Background: an optimization exercise with open tools, aiming at small area. Do not read the settings as production practice.
Function was checked by simulation only, so behaviour that the tests miss may differ from the original.
No activity file was given, so power comes from the tool's default toggle rates.

==> flow/design.v <==
`timescale 1ns / 1ps
module iclk_genr (
    input  wire CLK100MHZ,         
    input  wire rst,               
    output wire iclk_rise,         
    output wire iclk_fall          
);
    reg [4:0] counter;            
    always @(posedge CLK100MHZ) begin
        if (rst)
            counter <= 5'b0;
        else if (counter == 24)               
            counter <= 5'b0;
        else
            counter <= counter + 1;           
    end
    assign iclk_fall = (counter == 12);
    assign iclk_rise = (counter == 24);
endmodule
`timescale 1ns / 1ps
module spi_master (
    input  wire clk,              
    input  wire rst,              
    input  wire iclk_rise,        
    input  wire iclk_fall,        
    input  wire miso,             
    output wire sclk,             
    output reg  mosi,             
    output reg  cs,               
    output wire [14:0] acl_data   
);
    reg sclk_control;
    reg clk_counter;
    reg clk_reg;
    always @(posedge clk) begin
        if (rst) begin
            clk_counter <= 1'b0;
            clk_reg     <= 1'b1;
        end else if (iclk_rise) begin
            clk_counter <= clk_counter + 1;
            if (clk_counter == 1'b1)
                clk_reg <= ~clk_reg;     
        end
    end
    localparam [7:0] write_instr   = 8'h0A;     
    localparam [7:0] mode_reg_addr = 8'h2D;     
    localparam [7:0] mode_wr_data  = 8'h02;     
    localparam [7:0] read_instr    = 8'h0B;     
    localparam [7:0] x_LSB_addr    = 8'h0E;     
    reg [14:0] temp_DATA;                
    reg [15:0] X;                        
    reg [15:0] Y;                        
    reg [15:0] Z;                        
    reg [31:0] counter;                  
    wire latch_data;
    localparam [6:0] POWER_UP    = 7'h00,   
                     BEGIN_SPIW  = 7'h01,    
                     SEND_WCMD7  = 7'h02,    
                     SEND_WCMD6  = 7'h03,    
                     SEND_WCMD5  = 7'h04,    
                     SEND_WCMD4  = 7'h05,    
                     SEND_WCMD3  = 7'h06,    
                     SEND_WCMD2  = 7'h07,    
                     SEND_WCMD1  = 7'h08,    
                     SEND_WCMD0  = 7'h09,    
                     SEND_WADDR7 = 7'h0A,    
                     SEND_WADDR6 = 7'h0B,    
                     SEND_WADDR5 = 7'h0C,    
                     SEND_WADDR4 = 7'h0D,    
                     SEND_WADDR3 = 7'h0E,    
                     SEND_WADDR2 = 7'h0F,    
                     SEND_WADDR1 = 7'h10,    
                     SEND_WADDR0 = 7'h11,    
                     SEND_BYTE7  = 7'h12,    
                     SEND_BYTE6  = 7'h13,    
                     SEND_BYTE5  = 7'h14,    
                     SEND_BYTE4  = 7'h15,    
                     SEND_BYTE3  = 7'h16,    
                     SEND_BYTE2  = 7'h17,    
                     SEND_BYTE1  = 7'h18,    
                     SEND_BYTE0  = 7'h19,    
                     WAIT        = 7'h1A,    
                     BEGIN_SPIR  = 7'h1B,    
                     SEND_RCMD7  = 7'h1C,    
                     SEND_RCMD6  = 7'h1D,    
                     SEND_RCMD5  = 7'h1E,    
                     SEND_RCMD4  = 7'h1F,    
                     SEND_RCMD3  = 7'h20,    
                     SEND_RCMD2  = 7'h21,    
                     SEND_RCMD1  = 7'h22,    
                     SEND_RCMD0  = 7'h23,    
                     SEND_RADDR7 = 7'h24,    
                     SEND_RADDR6 = 7'h25,    
                     SEND_RADDR5 = 7'h26,    
                     SEND_RADDR4 = 7'h27,    
                     SEND_RADDR3 = 7'h28,    
                     SEND_RADDR2 = 7'h29,    
                     SEND_RADDR1 = 7'h2A,    
                     SEND_RADDR0 = 7'h2B,    
                     REC_XLSB7   = 7'h2C,    
                     REC_XLSB6   = 7'h2D,    
                     REC_XLSB5   = 7'h2E,    
                     REC_XLSB4   = 7'h2F,    
                     REC_XLSB3   = 7'h30,    
                     REC_XLSB2   = 7'h31,    
                     REC_XLSB1   = 7'h32,    
                     REC_XLSB0   = 7'h33,    
                     REC_XMSB7   = 7'h34,    
                     REC_XMSB6   = 7'h35,    
                     REC_XMSB5   = 7'h36,    
                     REC_XMSB4   = 7'h37,    
                     REC_XMSB3   = 7'h38,    
                     REC_XMSB2   = 7'h39,    
                     REC_XMSB1   = 7'h3A,    
                     REC_XMSB0   = 7'h3B,    
                     REC_YLSB7   = 7'h3C,    
                     REC_YLSB6   = 7'h3D,    
                     REC_YLSB5   = 7'h3E,    
                     REC_YLSB4   = 7'h3F,    
                     REC_YLSB3   = 7'h40,    
                     REC_YLSB2   = 7'h41,    
                     REC_YLSB1   = 7'h42,    
                     REC_YLSB0   = 7'h43,    
                     REC_YMSB7   = 7'h44,    
                     REC_YMSB6   = 7'h45,    
                     REC_YMSB5   = 7'h46,    
                     REC_YMSB4   = 7'h47,    
                     REC_YMSB3   = 7'h48,    
                     REC_YMSB2   = 7'h49,    
                     REC_YMSB1   = 7'h4A,    
                     REC_YMSB0   = 7'h4B,    
                     REC_ZLSB7   = 7'h4C,    
                     REC_ZLSB6   = 7'h4D,    
                     REC_ZLSB5   = 7'h4E,    
                     REC_ZLSB4   = 7'h4F,    
                     REC_ZLSB3   = 7'h50,    
                     REC_ZLSB2   = 7'h51,    
                     REC_ZLSB1   = 7'h52,    
                     REC_ZLSB0   = 7'h53,    
                     REC_ZMSB7   = 7'h54,    
                     REC_ZMSB6   = 7'h55,    
                     REC_ZMSB5   = 7'h56,    
                     REC_ZMSB4   = 7'h57,    
                     REC_ZMSB3   = 7'h58,    
                     REC_ZMSB2   = 7'h59,    
                     REC_ZMSB1   = 7'h5A,    
                     REC_ZMSB0   = 7'h5B,    
                     END_SPI     = 7'h5C;    
    reg [6:0] state_reg;                
    always @(posedge clk) begin
      if (rst) begin
        state_reg    <= POWER_UP;
        counter      <= 32'b0;
        cs           <= 1'b1;
        mosi         <= 1'b0;
        sclk_control <= 1'b0;
        X            <= 16'b0;
        Y            <= 16'b0;
        Z            <= 16'b0;
      end else if (iclk_rise) begin
        counter <= counter + 1;     
        case (state_reg)
            POWER_UP : begin
                if (counter == 32'd23999)     
                    state_reg <= BEGIN_SPIW;
            end
            BEGIN_SPIW : begin             
                if (counter == 32'd24001) begin
                    state_reg <= SEND_WCMD7;
                    cs <= 1'b0;               
                end
            end
            SEND_WCMD7 : begin             
                sclk_control <= 1'b1;       
                mosi <= write_instr[7];
                if (counter == 32'd24005)
                    state_reg <= SEND_WCMD6;
            end
            SEND_WCMD6 : begin             
                mosi <= write_instr[6];
                if (counter == 32'd24009)
                    state_reg <= SEND_WCMD5;
            end
            SEND_WCMD5 : begin             
                mosi <= write_instr[5];
                if (counter == 32'd24013)
                    state_reg <= SEND_WCMD4;
            end
            SEND_WCMD4 : begin             
                mosi <= write_instr[4];
                if (counter == 32'd24017)
                    state_reg <= SEND_WCMD3;
            end
            SEND_WCMD3 : begin             
                mosi <= write_instr[3];
                if (counter == 32'd24021)
                    state_reg <= SEND_WCMD2;
            end
            SEND_WCMD2 : begin             
                mosi <= write_instr[2];
                if (counter == 32'd24025)
                    state_reg <= SEND_WCMD1;
            end
            SEND_WCMD1 : begin             
                mosi <= write_instr[1];
                if (counter == 32'd24029)
                    state_reg <= SEND_WCMD0;
            end
            SEND_WCMD0 : begin             
                mosi <= write_instr[0];
                if (counter == 32'd24033)
                    state_reg <= SEND_WADDR7;
            end
            SEND_WADDR7 : begin            
                mosi <= mode_reg_addr[7];
                if (counter == 32'd24037)
                    state_reg <= SEND_WADDR6;
            end
            SEND_WADDR6 : begin            
                mosi <= mode_reg_addr[6];
                if (counter == 32'd24041)
                    state_reg <= SEND_WADDR5;
            end
            SEND_WADDR5 : begin            
                mosi <= mode_reg_addr[5];
                if (counter == 32'd24045)
                    state_reg <= SEND_WADDR4;
            end
            SEND_WADDR4 : begin            
                mosi <= mode_reg_addr[4];
                if (counter == 32'd24049)
                    state_reg <= SEND_WADDR3;
            end
            SEND_WADDR3 : begin            
                mosi <= mode_reg_addr[3];
                if (counter == 32'd24053)
                    state_reg <= SEND_WADDR2;
            end
            SEND_WADDR2 : begin            
                mosi <= mode_reg_addr[2];
                if (counter == 32'd24057)
                    state_reg <= SEND_WADDR1;
            end
            SEND_WADDR1 : begin            
                mosi <= mode_reg_addr[1];
                if (counter == 32'd24061)
                    state_reg <= SEND_WADDR0;
            end
            SEND_WADDR0 : begin            
                mosi <= mode_reg_addr[0];
                if (counter == 32'd24065)
                    state_reg <= SEND_BYTE7;
            end
            SEND_BYTE7 : begin             
                mosi <= mode_wr_data[7];
                if (counter == 32'd24069)
                    state_reg <= SEND_BYTE6;
            end
            SEND_BYTE6 : begin             
                mosi <= mode_wr_data[6];
                if (counter == 32'd24073)
                    state_reg <= SEND_BYTE5;
            end
            SEND_BYTE5 : begin             
                mosi <= mode_wr_data[5];
                if (counter == 32'd24077)
                    state_reg <= SEND_BYTE4;
            end
            SEND_BYTE4 : begin             
                mosi <= mode_wr_data[4];
                if (counter == 32'd24081)
                    state_reg <= SEND_BYTE3;
            end
            SEND_BYTE3 : begin             
                mosi <= mode_wr_data[3];
                if (counter == 32'd24085)
                    state_reg <= SEND_BYTE2;
            end
            SEND_BYTE2 : begin             
                mosi <= mode_wr_data[2];
                if (counter == 32'd24089)
                    state_reg <= SEND_BYTE1;
            end
            SEND_BYTE1 : begin             
                mosi <= mode_wr_data[1];
                if (counter == 32'd24093)
                    state_reg <= SEND_BYTE0;
            end
            SEND_BYTE0 : begin             
                mosi <= mode_wr_data[0];
                if (counter == 32'd24097) begin
                    state_reg <= WAIT;
                    counter   <= 32'd0;        
                    cs        <= 1'b1;         
                    sclk_control <= 1'b0;      
                end
            end
            WAIT : begin                    
                if (counter == 32'd160002) begin
                    counter   <= 32'd0;      
                    state_reg <= BEGIN_SPIR;
                end
            end
            BEGIN_SPIR : begin              
                if (counter == 32'd1) begin
                    state_reg    <= SEND_RCMD7;
                    cs           <= 1'b0;     
                    sclk_control <= 1'b1;     
                end
            end
            SEND_RCMD7 : begin              
                mosi <= read_instr[7];
                if (counter == 32'd4)
                    state_reg <= SEND_RCMD6;
            end
            SEND_RCMD6 : begin              
                mosi <= read_instr[6];
                if (counter == 32'd8)
                    state_reg <= SEND_RCMD5;
            end
            SEND_RCMD5 : begin              
                mosi <= read_instr[5];
                if (counter == 32'd12)
                    state_reg <= SEND_RCMD4;
            end
            SEND_RCMD4 : begin              
                mosi <= read_instr[4];
                if (counter == 32'd16)
                    state_reg <= SEND_RCMD3;
            end
            SEND_RCMD3 : begin              
                mosi <= read_instr[3];
                if (counter == 32'd20)
                    state_reg <= SEND_RCMD2;
            end
            SEND_RCMD2 : begin              
                mosi <= read_instr[2];
                if (counter == 32'd24)
                    state_reg <= SEND_RCMD1;
            end
            SEND_RCMD1 : begin              
                mosi <= read_instr[1];
                if (counter == 32'd28)
                    state_reg <= SEND_RCMD0;
            end
            SEND_RCMD0 : begin              
                mosi <= read_instr[0];
                if (counter == 32'd32)
                    state_reg <= SEND_RADDR7;
            end
            SEND_RADDR7 : begin             
                mosi <= x_LSB_addr[7];
                if (counter == 32'd36)
                    state_reg <= SEND_RADDR6;
            end
            SEND_RADDR6 : begin             
                mosi <= x_LSB_addr[6];
                if (counter == 32'd40)
                    state_reg <= SEND_RADDR5;
            end
            SEND_RADDR5 : begin             
                mosi <= x_LSB_addr[5];
                if (counter == 32'd44)
                    state_reg <= SEND_RADDR4;
            end
            SEND_RADDR4 : begin             
                mosi <= x_LSB_addr[4];
                if (counter == 32'd48)
                    state_reg <= SEND_RADDR3;
            end
            SEND_RADDR3 : begin             
                mosi <= x_LSB_addr[3];
                if (counter == 32'd52)
                    state_reg <= SEND_RADDR2;
            end
            SEND_RADDR2 : begin             
                mosi <= x_LSB_addr[2];
                if (counter == 32'd56)
                    state_reg <= SEND_RADDR1;
            end
            SEND_RADDR1 : begin             
                mosi <= x_LSB_addr[1];
                if (counter == 32'd60)
                    state_reg <= SEND_RADDR0;
            end
            SEND_RADDR0 : begin             
                mosi <= x_LSB_addr[0];
                if (counter == 32'd64)
                    state_reg <= REC_XLSB7;
            end
            REC_XLSB7 : begin               
                X[7] <= miso;
                if (counter == 32'd68)
                    state_reg <= REC_XLSB6;
            end
            REC_XLSB6 : begin               
                X[6] <= miso;
                if (counter == 32'd72)
                    state_reg <= REC_XLSB5;
            end
            REC_XLSB5 : begin               
                X[5] <= miso;
                if (counter == 32'd76)
                    state_reg <= REC_XLSB4;
            end
            REC_XLSB4 : begin               
                X[4] <= miso;
                if (counter == 32'd80)
                    state_reg <= REC_XLSB3;
            end
            REC_XLSB3 : begin               
                X[3] <= miso;
                if (counter == 32'd84)
                    state_reg <= REC_XLSB2;
            end
            REC_XLSB2 : begin               
                X[2] <= miso;
                if (counter == 32'd88)
                    state_reg <= REC_XLSB1;
            end
            REC_XLSB1 : begin               
                X[1] <= miso;
                if (counter == 32'd92)
                    state_reg <= REC_XLSB0;
            end
            REC_XLSB0 : begin               
                X[0] <= miso;
                if (counter == 32'd96)
                    state_reg <= REC_XMSB7;
            end
            REC_XMSB7 : begin               
                X[15] <= miso;
                if (counter == 32'd100)
                    state_reg <= REC_XMSB6;
            end
            REC_XMSB6 : begin               
                X[14] <= miso;
                if (counter == 32'd104)
                    state_reg <= REC_XMSB5;
            end
            REC_XMSB5 : begin               
                X[13] <= miso;
                if (counter == 32'd108)
                    state_reg <= REC_XMSB4;
            end
            REC_XMSB4 : begin               
                X[12] <= miso;
                if (counter == 32'd112)
                    state_reg <= REC_XMSB3;
            end
            REC_XMSB3 : begin               
                X[11] <= miso;
                if (counter == 32'd116)
                    state_reg <= REC_XMSB2;
            end
            REC_XMSB2 : begin               
                X[10] <= miso;
                if (counter == 32'd120)
                    state_reg <= REC_XMSB1;
            end
            REC_XMSB1 : begin               
                X[9] <= miso;
                if (counter == 32'd124)
                    state_reg <= REC_XMSB0;
            end
            REC_XMSB0 : begin               
                X[8] <= miso;
                if (counter == 32'd128)
                    state_reg <= REC_YLSB7;
            end
            REC_YLSB7 : begin               
                Y[7] <= miso;
                if (counter == 32'd132)
                    state_reg <= REC_YLSB6;
            end
            REC_YLSB6 : begin               
                Y[6] <= miso;
                if (counter == 32'd136)
                    state_reg <= REC_YLSB5;
            end
            REC_YLSB5 : begin               
                Y[5] <= miso;
                if (counter == 32'd140)
                    state_reg <= REC_YLSB4;
            end
            REC_YLSB4 : begin               
                Y[4] <= miso;
                if (counter == 32'd144)
                    state_reg <= REC_YLSB3;
            end
            REC_YLSB3 : begin               
                Y[3] <= miso;
                if (counter == 32'd148)
                    state_reg <= REC_YLSB2;
            end
            REC_YLSB2 : begin               
                Y[2] <= miso;
                if (counter == 32'd152)
                    state_reg <= REC_YLSB1;
            end
            REC_YLSB1 : begin               
                Y[1] <= miso;
                if (counter == 32'd156)
                    state_reg <= REC_YLSB0;
            end
            REC_YLSB0 : begin               
                Y[0] <= miso;
                if (counter == 32'd160)
                    state_reg <= REC_YMSB7;
            end
            REC_YMSB7 : begin               
                Y[15] <= miso;
                if (counter == 32'd164)
                    state_reg <= REC_YMSB6;
            end
            REC_YMSB6 : begin               
                Y[14] <= miso;
                if (counter == 32'd168)
                    state_reg <= REC_YMSB5;
            end
            REC_YMSB5 : begin               
                Y[13] <= miso;
                if (counter == 32'd172)
                    state_reg <= REC_YMSB4;
            end
            REC_YMSB4 : begin               
                Y[12] <= miso;
                if (counter == 32'd176)
                    state_reg <= REC_YMSB3;
            end
            REC_YMSB3 : begin               
                Y[11] <= miso;
                if (counter == 32'd180)
                    state_reg <= REC_YMSB2;
            end
            REC_YMSB2 : begin               
                Y[10] <= miso;
                if (counter == 32'd184)
                    state_reg <= REC_YMSB1;
            end
            REC_YMSB1 : begin               
                Y[9] <= miso;
                if (counter == 32'd188)
                    state_reg <= REC_YMSB0;
            end
            REC_YMSB0 : begin               
                Y[8] <= miso;
                if (counter == 32'd192)
                    state_reg <= REC_ZLSB7;
            end
            REC_ZLSB7 : begin               
                Z[7] <= miso;
                if (counter == 32'd196)
                    state_reg <= REC_ZLSB6;
            end
            REC_ZLSB6 : begin               
                Z[6] <= miso;
                if (counter == 32'd200)
                    state_reg <= REC_ZLSB5;
            end
            REC_ZLSB5 : begin               
                Z[5] <= miso;
                if (counter == 32'd204)
                    state_reg <= REC_ZLSB4;
            end
            REC_ZLSB4 : begin               
                Z[4] <= miso;
                if (counter == 32'd208)
                    state_reg <= REC_ZLSB3;
            end
            REC_ZLSB3 : begin               
                Z[3] <= miso;
                if (counter == 32'd212)
                    state_reg <= REC_ZLSB2;
            end
            REC_ZLSB2 : begin               
                Z[2] <= miso;
                if (counter == 32'd216)
                    state_reg <= REC_ZLSB1;
            end
            REC_ZLSB1 : begin               
                Z[1] <= miso;
                if (counter == 32'd220)
                    state_reg <= REC_ZLSB0;
            end
            REC_ZLSB0 : begin               
                Z[0] <= miso;
                if (counter == 32'd224)
                    state_reg <= REC_ZMSB7;
            end
            REC_ZMSB7 : begin               
                Z[15] <= miso;
                if (counter == 32'd228)
                    state_reg <= REC_ZMSB6;
            end
            REC_ZMSB6 : begin               
                Z[14] <= miso;
                if (counter == 32'd232)
                    state_reg <= REC_ZMSB5;
            end
            REC_ZMSB5 : begin               
                Z[13] <= miso;
                if (counter == 32'd236)
                    state_reg <= REC_ZMSB4;
            end
            REC_ZMSB4 : begin               
                Z[12] <= miso;
                if (counter == 32'd240)
                    state_reg <= REC_ZMSB3;
            end
            REC_ZMSB3 : begin               
                Z[11] <= miso;
                if (counter == 32'd244)
                    state_reg <= REC_ZMSB2;
            end
            REC_ZMSB2 : begin               
                Z[10] <= miso;
                if (counter == 32'd248)
                    state_reg <= REC_ZMSB1;
            end
            REC_ZMSB1 : begin               
                Z[9] <= miso;
                if (counter == 32'd252)
                    state_reg <= REC_ZMSB0;
            end
            REC_ZMSB0 : begin               
                Z[8] <= miso;
                if (counter == 32'd256) begin
                    cs           <= 1'b1;     
                    sclk_control <= 1'b0;     
                    state_reg    <= END_SPI;
                end
            end
            END_SPI : begin                 
                if (counter == 32'd40259) begin
                    counter   <= 32'd0;      
                    state_reg <= BEGIN_SPIR;  
                end
            end
        endcase
      end
    end
    always @(posedge clk)
        if (rst)
            temp_DATA <= 15'b0;
        else if (iclk_fall && latch_data) begin                     
            temp_DATA <= {X[11:7], Y[11:7], Z[11:7]};  
        end
    assign acl_data = temp_DATA;
    assign latch_data = ((state_reg == END_SPI) && (counter == 32'd258)) ? 1 : 0;
    assign sclk = (sclk_control) ? clk_reg : 0;
endmodule
`timescale 1ns / 1ps
module seg7_control (
    input  wire CLK100MHZ,          
    input  wire rst,                
    input  wire [14:0] acl_data,    
    output reg  [6:0] seg,          
    output reg  dp,                 
    output reg  [7:0] an            
);
    wire x_sign, y_sign, z_sign;
    assign x_sign = acl_data[14];     
    assign y_sign = acl_data[9];      
    assign z_sign = acl_data[4];      
    wire [3:0] x_data, y_data, z_data;
    assign x_data = acl_data[13:10];  
    assign y_data = acl_data[8:5];    
    assign z_data = acl_data[3:0];    
    wire [3:0] x_10, x_1, y_10, y_1, z_10, z_1;
    assign x_10 = x_data / 10;        
    assign x_1  = x_data % 10;        
    assign y_10 = y_data / 10;        
    assign y_1  = y_data % 10;        
    assign z_10 = z_data / 10;        
    assign z_1  = z_data % 10;        
    parameter ZERO  = 7'b000_0001;   
    parameter ONE   = 7'b100_1111;   
    parameter TWO   = 7'b001_0010;   
    parameter THREE = 7'b000_0110;   
    parameter FOUR  = 7'b100_1100;   
    parameter FIVE  = 7'b010_0100;   
    parameter SIX   = 7'b010_0000;   
    parameter SEVEN = 7'b000_1111;   
    parameter EIGHT = 7'b000_0000;   
    parameter NINE  = 7'b000_0100;   
    parameter NULL  = 7'b111_1111;   
    reg [2:0] anode_select;            
    reg [16:0] anode_timer;            
    always @(posedge CLK100MHZ) begin                
        if (rst) begin
            anode_timer  <= 0;
            anode_select <= 0;
        end
        else if (anode_timer == 99_999) begin              
            anode_timer  <= 0;                        
            anode_select <= anode_select + 1;
        end
        else
            anode_timer <= anode_timer + 1;
    end
    always @* begin
        case (anode_select) 
            3'b000 : an = 8'b1111_1110;   
            3'b001 : an = 8'b1111_1101;  
            3'b010 : an = 8'b1111_1011;  
            3'b011 : an = 8'b1111_0111;
            3'b100 : an = 8'b1110_1111;   
            3'b101 : an = 8'b1101_1111;  
            3'b110 : an = 8'b1011_1111;  
            3'b111 : an = 8'b0111_1111; 
        endcase
    end
    always @*
        case (anode_select)
            3'b000 : begin
                        if (z_sign)                   
                            dp = 1'b0;               
                        else
                            dp = 1'b1;               
                        case (z_1)                    
                            4'b0000 : seg = ZERO;
                            4'b0001 : seg = ONE;
                            4'b0010 : seg = TWO;
                            4'b0011 : seg = THREE;
                            4'b0100 : seg = FOUR;
                            4'b0101 : seg = FIVE;
                            4'b0110 : seg = SIX;
                            4'b0111 : seg = SEVEN;
                            4'b1000 : seg = EIGHT;
                            4'b1001 : seg = NINE;
                            default : seg = NULL;     
                        endcase
                    end
            3'b001 : begin  
                        dp = 1'b1;                   
                        case (z_10)                   
                            4'b0000 : seg = ZERO;
                            4'b0001 : seg = ONE;
                            4'b0010 : seg = TWO;
                            4'b0011 : seg = THREE;
                            4'b0100 : seg = FOUR;
                            4'b0101 : seg = FIVE;
                            4'b0110 : seg = SIX;
                            4'b0111 : seg = SEVEN;
                            4'b1000 : seg = EIGHT;
                            4'b1001 : seg = NINE;
                            default : seg = NULL;     
                        endcase
                    end
            3'b010 : begin                           
                        dp = 1'b1;
                        seg = NULL;     
                    end
            3'b011 : begin
                        if (y_sign)                   
                            dp = 1'b0;               
                        else
                            dp = 1'b1;               
                        case (y_1)                    
                            4'b0000 : seg = ZERO;
                            4'b0001 : seg = ONE;
                            4'b0010 : seg = TWO;
                            4'b0011 : seg = THREE;
                            4'b0100 : seg = FOUR;
                            4'b0101 : seg = FIVE;
                            4'b0110 : seg = SIX;
                            4'b0111 : seg = SEVEN;
                            4'b1000 : seg = EIGHT;
                            4'b1001 : seg = NINE;
                            default : seg = NULL;     
                        endcase
                    end
            3'b100 : begin
                        dp = 1'b1;                   
                        case (y_10)                   
                            4'b0000 : seg = ZERO;
                            4'b0001 : seg = ONE;
                            4'b0010 : seg = TWO;
                            4'b0011 : seg = THREE;
                            4'b0100 : seg = FOUR;
                            4'b0101 : seg = FIVE;
                            4'b0110 : seg = SIX;
                            4'b0111 : seg = SEVEN;
                            4'b1000 : seg = EIGHT;
                            4'b1001 : seg = NINE;
                            default : seg = NULL;     
                        endcase
                    end
            3'b101 : begin                           
                        dp = 1'b1;
                        seg = NULL;    
                    end
            3'b110 : begin 
                        if (x_sign)                   
                            dp = 1'b0;               
                        else
                            dp = 1'b1;               
                        case (x_1)                    
                            4'b0000 : seg = ZERO;
                            4'b0001 : seg = ONE;
                            4'b0010 : seg = TWO;
                            4'b0011 : seg = THREE;
                            4'b0100 : seg = FOUR;
                            4'b0101 : seg = FIVE;
                            4'b0110 : seg = SIX;
                            4'b0111 : seg = SEVEN;
                            4'b1000 : seg = EIGHT;
                            4'b1001 : seg = NINE;
                            default : seg = NULL;     
                        endcase
                    end
            3'b111 : begin
                        dp = 1'b1;                   
                        case (x_10)                   
                            4'b0000 : seg = ZERO;
                            4'b0001 : seg = ONE;
                            4'b0010 : seg = TWO;
                            4'b0011 : seg = THREE;
                            4'b0100 : seg = FOUR;
                            4'b0101 : seg = FIVE;
                            4'b0110 : seg = SIX;
                            4'b0111 : seg = SEVEN;
                            4'b1000 : seg = EIGHT;
                            4'b1001 : seg = NINE;
                            default : seg = NULL;     
                        endcase
                    end
        endcase 
endmodule
`timescale 1ns / 1ps
module top (
    input  wire CLK100MHZ,             
    input  wire CPU_RESETN,            
    input  wire ACL_MISO,              
    output wire ACL_MOSI,              
    output wire ACL_SCLK,              
    output wire ACL_CSN,               
    output wire [14:0] LED,            
    output wire [6:0] SEG,             
    output wire DP,                    
    output wire [7:0] AN               
);
    wire rst = ~CPU_RESETN;             
    wire iclk_rise, iclk_fall;          
    wire [14:0] acl_data;               
    iclk_genr clock_generation (
        .CLK100MHZ(CLK100MHZ),
        .rst(rst),
        .iclk_rise(iclk_rise),
        .iclk_fall(iclk_fall)
    );
    spi_master master (
        .clk(CLK100MHZ),
        .rst(rst),
        .iclk_rise(iclk_rise),
        .iclk_fall(iclk_fall),
        .miso(ACL_MISO),
        .sclk(ACL_SCLK),
        .mosi(ACL_MOSI),
        .cs(ACL_CSN),
        .acl_data(acl_data)
    );
    seg7_control display_control (
        .CLK100MHZ(CLK100MHZ),
        .rst(rst),
        .acl_data(acl_data),
        .seg(SEG),
        .dp(DP),
        .an(AN)
    );
    assign LED[14:10] = acl_data[14:10];     
    assign LED[9:5]   = acl_data[9:5];       
    assign LED[4:0]   = acl_data[4:0];       
endmodule
==> flow/run.sh <==
#!/bin/bash
# synth_recipe.tcl (not shown) runs the flow's synth.tcl, then flattens the netlist and writes it again
# the make line also repeats each setting of config.mk as NAME=value (left out here)
make -C /OpenROAD-flow-scripts/flow DESIGN_CONFIG=/design/flow/config.mk WORK_HOME=/design/flow/orfs CLKGATE_MAP_FILE= SYNTH_SCRIPT=/design/flow/synth_recipe.tcl finish
==> flow/config.mk <==
export PLATFORM = sky130hd
export DESIGN_NAME = top
export DESIGN_NICKNAME = top
export VERILOG_FILES = /design/flow/design.v
export SDC_FILE = /design/flow/constraint.sdc
export NUM_CORES = 4
export LEC_CHECK = 0
export CAP_MARGIN = 20
export CORE_MARGIN = 2
export CORE_UTILIZATION = 40
export SLEW_MARGIN = 20
==> flow/constraint.sdc <==
create_clock -name core_clock -period 10.0 [get_ports {CLK100MHZ}]
set_input_delay 2.0000 -clock core_clock [delete_from_list [all_inputs] [get_ports {CLK100MHZ}]]
set_output_delay 2.0000 -clock core_clock [all_outputs]
set_load 0.01 [all_outputs]
==> summary.txt <==
[worst min-delay path: stages (launching register included)]
cell and delay, ns:
sky130_fd_sc_hd__dfxtp_1 0.31, sky130_fd_sc_hd__nand2_1 0.05, sky130_fd_sc_hd__a21oi_1 0.05
[cells by family after synthesis]
family | after synthesis
DFF | 107
AOI/OAI and AO/OA | 302
buffers and inverters | 119
and+or+nand+nor | 553
adders and majority gates | 35
muxes | 21
xor gates and xnor gates | 53
[per-layer routing]
metal / vias up / part of all wire (%) / GRT usage (%)
met4: 0 / 3.6 / 9.81
met2: 468 / 43 / 38.8
met5: - / 0 / 0
met1: 4243 / 44 / 35.9
met3: 95 / 9.3 / 6.48
li1: 4287 / - / -
[stage by stage]
| step | std cells | total power, W |
|---|---|---|
| floorplan | 1190 | 0.000450 |
| global placement | 1431 | 0.000455 |
| detailed placement | 1431 | 0.000455 |
| CTS | 1447 | 0.000810 |
| global route | 1447 | 0.000827 |
| finish | 1447 | 0.000797 |
[final cells by class]
| class | count | share of cell area [%] |
|---|---|---|
| Multi-Input combinational cell | 964 | 63.5 |
| Sequential cell | 107 | 23.0 |
| Timing Repair Buffer | 56 | 5.46 |
| Tap cell | 275 | 3.68 |
| Clock buffer | 10 | 2.45 |
| Inverter | 29 | 1.17 |
| Clock inverter | 6 | 0.737 |
[synth_stat cells (15+ instances only)]
library cell | instances | share of area [%]
sky130_fd_sc_hd__a21oi_1 | 83 | 4.9
sky130_fd_sc_hd__a31oi_1 | 20 | 1.5
sky130_fd_sc_hd__buf_2 | 16 | 0.94
sky130_fd_sc_hd__clkbuf_1 | 58 | 2.5
sky130_fd_sc_hd__dfxtp_1 | 107 | 25
sky130_fd_sc_hd__ha_1 | 34 | 5.0
sky130_fd_sc_hd__inv_1 | 28 | 1.2
sky130_fd_sc_hd__mux2i_1 | 20 | 2.3
sky130_fd_sc_hd__nand2_1 | 109 | 4.8
sky130_fd_sc_hd__nand2b_1 | 19 | 1.4
sky130_fd_sc_hd__nand3_1 | 65 | 3.8
sky130_fd_sc_hd__nand4_1 | 23 | 1.7
sky130_fd_sc_hd__nor2_1 | 161 | 7.1
sky130_fd_sc_hd__nor2b_1 | 15 | 1.1
sky130_fd_sc_hd__nor3_1 | 35 | 2.0
sky130_fd_sc_hd__o21ai_0 | 72 | 4.2
sky130_fd_sc_hd__o22ai_1 | 15 | 1.1
sky130_fd_sc_hd__or3_1 | 19 | 1.4
sky130_fd_sc_hd__xnor2_1 | 20 | 2.0
sky130_fd_sc_hd__xor2_1 | 33 | 3.4
[power breakdown]
part	switching, W	total, W	internal (W)
logic	0.0000111	0.0000155	0.00000445
clock network	0.000174	0.000352	0.000178
registers	0.00000189	0.000430	0.000428
total	0.000187	0.000797	0.000610
[worst max path at each step]
stage             end  slack (ns)  cells after the start
2_1_floorplan  SEG[0]        6.10                      7
3_3_place_gp   SEG[0]        5.52                      7
3_5_place_dp   SEG[0]        5.44                      7
4_1_cts        SEG[0]        5.04                      7
5_1_grt        SEG[0]        4.75                      7
6_report       SEG[0]        5.00                      7
==> summary.txt <==
Run status:
- The flow ran to the end and the layout has no timing, DRC or antenna violations.

Yosys:
- In this run, synthesis produced a sequential element count of 107.
- Counting flops with an async set or reset pin after synthesis yields a share of 0%.
- The average size of a mapped cell is 7.19 um2.
- The share of synthesized area spent on multiplexers is 2.47%.
- Of the total synthesized cell area, the portion taken by AND, OR, NAND and NOR gates is 33.9%.
- The number of distinct library cell variants in the gate-level netlist after synthesis is 89.
- The share of the synthesized netlist area taken by xor and xnor gates is 5.43%.
- For this run, the leading register cell type out of synthesis is sky130_fd_sc_hd__dfxtp_1.
- The net count after synthesis is 1227.
- Synthesis produced a netlist whose cell count is 1190.
- By area, the combinational part of the netlist is dominated by simple AND/OR/NAND/NOR gates.
- Sequential cells were found to cover 25.1% of the synthesized design area.
- The synthesized-area fraction occupied by ao, oa, aoi and oai cells is 22.3%.
- The count of synthesis-stage warnings from yosys is 3.
- In this run, synthesis inferred 0 flip-flops with an integrated enable.
- Summing every instance area after synthesis gives 8550 um2.
- The synthesized-area fraction occupied by adder cells is 5.09%.

Die:
- The die is 150 um wide.
- The floorplan step defined a core boundary enclosing 21000 um2.
- The number of placed I/O pins is 37.
- The number of cell rows is 53.
- The die covers 22600 um2.
- Once the floorplan was initialized, standard cells occupied 40.7% of the core.
- The die is 150 um tall.

Hold path:
- The endpoint with the worst hold slack is master.X[11]$_SDFFE_PN0P_.
- The worst hold path begins at master.X[11]$_SDFFE_PN0P_.
- The worst hold path was traced through 2 stages.
- The path type of the worst min-delay path is reg2reg.

STA:
- Setup violations remaining at the end of the flow were counted as 0.
- At the pin with the least slew margin, the transition time is 1.14 ns.
- In the final timing run, aggregate negative setup slack is 0 ns.
- The clock period could shrink to 5.00 ns.
- The share of the cycle needed by the critical path after routing is 50.0%.
- Timing would allow up to 0.200 GHz.
- On the final layout, the worst clock skew is 0.0135 ns.
- The final setup slack of the worst path is 5.00 ns.
- The count of endpoints failing hold in the final timing report is 0.
- Setup repair after global routing left no endpoint under its margin.
- The final worst hold slack is 0.457 ns.
- The number of pins with negative max-slew slack in the final report is 0.
- Headroom to the max-slew limit came out at 24.0%.

Clock tree:
- TritonCTS built the clock tree.
- Clock-pin slew was measured on the worst setup and hold paths at 0.07 ns.
- The H-tree was split into 3 levels.
- The clock net in this run drives a total of 107 sinks.
- In this run the clock root is driven by a sky130_fd_sc_hd__clkbuf_16.
- TritonCTS created 9 clock buffers.
- The clock latency reported for the late side of the worst-skew pair is 0.36 ns.
- The number of post-CTS setup repair buffers is 0.
- The post-cts resize count is 0.
- The number of buffers on the longest clock path is 2.
- After clock tree synthesis, the flow added hold-fix buffers numbering 0.

Place:
- Timing analysis after detailed placement gives a worst setup slack of 5.44 ns.
- The number of I/O port buffers is 36.
- Once placement finished, the instance area stood at 9040 um2.
- After legalization and detailed placement, the total HPWL measured 21000 um.
- Routability-driven placement finished with a final weighted congestion of 1.01.

Worst setup path:
- The number of buffers and inverters on the critical path is 3.
- In this design, the stage delay of the slowest critical-path cell is 0.57 ns.
- The element type at the critical path end is an output pin.
- The launching instance or port of the critical path is master.temp_DATA[6]$_SDFFE_PN0P_.
- The critical path launch point type is a flip-flop.
- The critical path goes through inv_1 -> o21ai_0 -> inv_1 -> a31oi_1 -> o21ai_0 -> a41oi_1 -> clkdlybuf4s50_1.
- The slowest stage of the critical path is the sky130_fd_sc_hd__clkdlybuf4s50_1 cell.
- STA puts the critical path data arrival time at 3.00 ns.
- In this run the critical register-to-register path is captured at master.state_reg[0]$_SDFFE_PN0P_.
- The critical path is of the reg2out type.
- The startpoint identified for the worst register-to-register timing path is master.state_reg[3]$_SDFFE_PN0P_.
- The biggest fanout along the worst timing path is 6.
- Across all register-to-register paths, the minimum setup slack is 5.74 ns.
- The data required time of the worst path is 8.00 ns.
- On the critical path the largest part of the delay comes from compound AO/OA/AOI/OAI gates.
- The logic depth of the worst register-to-register path is 10.

Detailed routing:
- Before antenna repair, the detailed router went through 6 iterations.
- The final layout contains routed wiring with a total length of 29800 um.
- After detailed routing, the average wire length per cell comes to 20.6 um.
- After detailed routing, the number of vias per cell comes to 6.28.
- The violation count after the first detailed-routing iteration is 1045.
- The remaining antenna violation count is 0.
- The DRC violation count after routing is 0.
- The routed layout has 9093 vias.

Layout:
- The area growth from synthesis to layout is 9.25%.
- After routing the design area is 9340 um2.
- master.counter holds more flip-flops than any other register.
- Cells with a size suffix above 1 make up 5.38% of the layout.
- In the final layout, the multi-input gates occupy 5940 um2.
- The number of antenna diodes is 0.
- The storage element area is 2140 um2.
- The final layout contains 1204 nets.
- The flip-flop count of the largest register after layout is 32.
- In the final layout, the registers with the most flip-flops are master.counter (32), display_control.anode_timer (17), master.temp_DATA (15).
- The utilization of the core after routing is 44.4%.
- The library cells used most frequently in the layout, excluding fill and tap cells, are sky130_fd_sc_hd__nor2_1, sky130_fd_sc_hd__nand2_1, sky130_fd_sc_hd__dfxtp_1, sky130_fd_sc_hd__a21oi_1, sky130_fd_sc_hd__o21ai_0.
- The most frequent standard cell in the layout excluding fill and tap cells is sky130_fd_sc_hd__nor2_1.
- The fill cell instance count of the final layout is 2142.

Global route:
- The maximum number of pins on one net before global-route repair is 71.
- The number of antenna violations at the first check in global routing is 0.
- The overall global routing resource usage is 26.0%.
- The via count of the first global-routing pass is 8228.
- For this run the aggregate overflow at the end of global routing stands at 0.
- The first global-routing pass estimated 46000 um of wire.

Pwr:
- Power spread over the standard cell area amounts to 85.3 nW/um2.
- The worst-case IR drop observed on VDD is 0.0826 mV.
- The total leakage power is 3.14 nW.

Run:
- Max-cap violations in this run came to 0.

-- re-timing with driven ports --
No port has a modelled driver above. Below, the same layout with a new extraction and two added sets of constraints.
Step 1 assumes that a clkbuf_16 drives the clock port and a buf_2 every other input.
Step 2 also shifts input and output timing later by t, the mid clock arrival at the registers, as if the neighbouring blocks saw the same clock.
a / b / c = no drivers / after step 1 / after step 2; a / b = the first two.
t (ns): 0.390
slack for setup (ns): 5.004 / 4.963 / 5.353
hold WS [ns]: 0.457 / 0.457 / 0.457
worst setup path after step 2: register to output
pins driven straight from the clock port: 1
After both steps setup and hold are still met in this run. For this run, drivers alone change the setup slack by -0.041 ns; drivers and shift together by +0.349 ns.
